Context: an optimization exercise on an open-source flow, tuned for small area, a short achievable clock period and few clock cycles. The choices shown serve that exercise and are no tape-out recipe.
Power is estimated from default activity; no workload was simulated.

==> module Div, before the edit <==
module Div (
    input wire clk,
    input wire reset_total,
    input wire reset_local,
    input wire [31:0] dividend_in,
    input wire [31:0] divisor_in,
    output reg zero_division_flag,
    output wire [31:0] remainder_out,
    output wire [31:0] quotient_out,
    output wire done
);
    function [6:0] lzc32;
        input [31:0] x;
        reg [15:0] v1; reg [15:0] c1;
        reg [7:0]  v2; reg [15:0] c2;
        reg [3:0]  v3; reg [11:0] c3;
        reg [1:0]  v4; reg [7:0]  c4;
        reg        v5; reg [4:0]  c5;
        integer k;
        begin
            for (k = 0; k < 16; k = k + 1) begin
                v1[k] = x[31-2*k] | x[30-2*k];
                c1[k] = ~x[31-2*k];
            end
            for (k = 0; k < 8; k = k + 1) begin
                v2[k] = v1[2*k] | v1[2*k+1];
                c2[2*k+:2] = v1[2*k] ? {1'b0, c1[2*k]} : {1'b1, c1[2*k+1]};
            end
            for (k = 0; k < 4; k = k + 1) begin
                v3[k] = v2[2*k] | v2[2*k+1];
                c3[3*k+:3] = v2[2*k] ? {1'b0, c2[4*k+:2]} : {1'b1, c2[4*k+2+:2]};
            end
            for (k = 0; k < 2; k = k + 1) begin
                v4[k] = v3[2*k] | v3[2*k+1];
                c4[4*k+:4] = v3[2*k] ? {1'b0, c3[6*k+:3]} : {1'b1, c3[6*k+3+:3]};
            end
            v5 = v4[0] | v4[1];
            c5 = v4[0] ? {1'b0, c4[3:0]} : {1'b1, c4[7:4]};
            lzc32 = {v5, ~v5, c5 & {5{v5}}};    
        end
    endfunction
    wire        sa = dividend_in[31];
    wire        sb = divisor_in[31];
    wire [6:0]  la = lzc32(sa ? {~dividend_in[30:0], 1'b1} : dividend_in);
    wire [6:0]  lb = lzc32(divisor_in ^ {32{sb}});
    wire        bz = ~sb & ~lb[6];
    wire        trivial = la[5:0] > lb[5:0];    
    reg  [31:0] r;       
    reg  [31:0] q;       
    reg  [32:0] d;       
    reg  [4:0]  cnt;     
    reg  [5:0]  za;      
    reg  [5:0]  zb;
    reg         run;     
    reg         p2;      
    reg         sr;      
    reg         sq;      
    wire [32:0] t = {r[31], r} + d + {32'd0, ~sq};
    wire        ge = sr ? (t[32] | (t == 33'd0)) : ~t[32];
    wire [5:0]  sd = zb - za;
    wire [4:0]  s = sd[5] ? 5'd31 : sd[4:0];
    reg  [32:0] d_sh;
    integer i;
    always @* begin
        d_sh = d;
        for (i = 0; i < 5; i = i + 1)
            if (s[i]) d_sh = (d_sh << (1 << i)) | (~({33{1'b1}} << (1 << i)) & {33{~sq}});
    end
    always @(posedge clk) begin
        if (reset_total) begin
            run <= 1'b0;
            p2 <= 1'b0;
        end else if (reset_local) begin
            run <= ~trivial & ~bz;
            p2 <= ~trivial & ~bz;
            za <= la[5:0];
            zb <= lb[5:0];
            d <= {sb, divisor_in} ^ {33{~(sa ^ sb)}};
            r <= bz ? 32'd0 : dividend_in;
            q <= 32'd0;
            sr <= sa;
            sq <= sa ^ sb;
            zero_division_flag <= bz;
        end else if (p2) begin
            p2 <= 1'b0;
            d <= d_sh;
            cnt <= s;
            if (!ge) run <= 1'b0;
            if (sq & ge) begin
                r <= t[31:0];
                q <= 32'hffffffff;
            end
        end else if (run) begin
            if (ge) r <= t[31:0];
            q <= {q[30:0], ge ^ sq};
            d <= {d[32], d[32:1]};
            cnt <= cnt - 5'd1;
            if (cnt == 5'd0) run <= 1'b0;
        end
    end
    assign done = ~run;
    assign quotient_out  = q;
    assign remainder_out = r;
endmodule
==> flow/config.mk <==
export PLATFORM = sky130hd
export DESIGN_NAME = Div
export DESIGN_NICKNAME = Div
export VERILOG_FILES = /design/flow/design.v
export SDC_FILE = /design/flow/constraint.sdc
export NUM_CORES = 4
export LEC_CHECK = 0
export ABC_AREA = 1
export CAP_MARGIN = 20
export CORE_MARGIN = 2
export CORE_UTILIZATION = 40
export SETUP_SLACK_MARGIN = 2.0
export SLEW_MARGIN = 20
==> flow/constraint.sdc <==
create_clock -name core_clock -period 6.0 [get_ports {clk}]
set_input_delay 1.2000 -clock core_clock [delete_from_list [all_inputs] [get_ports {clk}]]
set_output_delay 1.2000 -clock core_clock [all_outputs]
set_load 0.01 [all_outputs]
standard.sh (not shown) runs the stock make flow with config.mk's settings and CLKGATE_MAP_FILE= SYNTH_SCRIPT=/design/flow/synth_recipe.tcl, a recipe that flattens the netlist after the stock synthesis.
==> flow/flow/run.sh <==
#!/bin/bash
# Standard layout (the standard.sh), with two synthesis choices changed:
# adders keep Yosys's default carry-lookahead mapping instead of the Kogge-Stone
# extra map, and are not turned into half/full adder cells, so ABC maps them.
set -euo pipefail
export ADDER_MAP_FILE=
export SYNTH_OPERATIONS_ARGS=-nordff
bash standard.sh > flow_make.log 2>&1
The starting point completed with no timing, DRC or antenna violations.
Rerun with:
--- a/flow/design.v
+++ b/flow/design.v
@@ -40,42 +40,39 @@
         end
     endfunction
     wire        sa = dividend_in[31];
     wire        sb = divisor_in[31];
-    wire [6:0]  la = lzc32(sa ? {~dividend_in[30:0], 1'b1} : dividend_in);
+    wire [6:0]  la = lzc32(dividend_in ^ {32{sa}});
     wire [6:0]  lb = lzc32(divisor_in ^ {32{sb}});
     wire        bz = ~sb & ~lb[6];
-    wire        trivial = la[5:0] > lb[5:0];    
+    wire [6:0]  s  = {1'b0, lb[5:0]} - {1'b0, la[5:0]} + {6'b0, sa};
+    wire        trivial = s[6];            
+    wire [4:0]  s0 = s[5] ? 5'd31 : s[4:0];
     reg  [31:0] r;       
     reg  [31:0] q;       
     reg  [32:0] d;       
     reg  [4:0]  cnt;     
-    reg  [5:0]  za;      
-    reg  [5:0]  zb;
     reg         run;     
     reg         p2;      
     reg         sr;      
     reg         sq;      
     wire [32:0] t = {r[31], r} + d + {32'd0, ~sq};
     wire        ge = sr ? (t[32] | (t == 33'd0)) : ~t[32];
-    wire [5:0]  sd = zb - za;
-    wire [4:0]  s = sd[5] ? 5'd31 : sd[4:0];
     reg  [32:0] d_sh;
     integer i;
     always @* begin
         d_sh = d;
         for (i = 0; i < 5; i = i + 1)
-            if (s[i]) d_sh = (d_sh << (1 << i)) | (~({33{1'b1}} << (1 << i)) & {33{~sq}});
+            if (cnt[i]) d_sh = (d_sh << (1 << i)) | (~({33{1'b1}} << (1 << i)) & {33{~sq}});
     end
     always @(posedge clk) begin
         if (reset_total) begin
             run <= 1'b0;
             p2 <= 1'b0;
         end else if (reset_local) begin
             run <= ~trivial & ~bz;
             p2 <= ~trivial & ~bz;
-            za <= la[5:0];
-            zb <= lb[5:0];
+            cnt <= s0;
             d <= {sb, divisor_in} ^ {33{~(sa ^ sb)}};
             r <= bz ? 32'd0 : dividend_in;
             q <= 32'd0;
             sr <= sa;
@@ -83,9 +80,8 @@
             zero_division_flag <= bz;
         end else if (p2) begin
             p2 <= 1'b0;
             d <= d_sh;
-            cnt <= s;
             if (!ge) run <= 1'b0;
             if (sq & ge) begin
                 r <= t[31:0];
                 q <= 32'hffffffff;
- The new run finished with timing, DRC and antenna clean
- utilization climbs by 0.36 points
- via count falls by 4.5%
- wire length drops by 2.8%
- flip-flop and latch count decreases by 12
- non-clock buffer count rises by 15
- combinational power drops by 16%
- hold slack gains 0.0039 ns
- total power went down by 20%
- design area is lower by 3.0%
- area after synthesis decreases by 4.1%
Function was not checked in any run of this note: the RTL went through the layout flow alone.

-- what the ideal ports hide --
Ports are ideal in the flow. The routed layouts listed here were re-timed in OpenROAD. Step 1 assumes that a clkbuf_16 drives the clock port and a buf_2 every other input. Step 2 also shifts input and output timing later by t, the mid clock arrival at the registers, as if the neighbouring blocks saw the same clock. Three values: no drivers, after step 1, after step 2; two values: the first two.
| run | t (ns) | setup slack, ns | worst register clock-pin slew, ns |
|---|---|---|---|
| the first run | 0.464 | 2.265 / 2.254 / 1.790 | 0.07 / 0.07 |
| the second run | 0.411 | 2.204 / 2.225 / 1.814 | 0.09 / 0.09 |
After both steps every run listed still meets setup and hold. For the first run, which loses most, drivers alone change the setup slack by -0.011 ns; drivers and shift together by -0.475 ns.
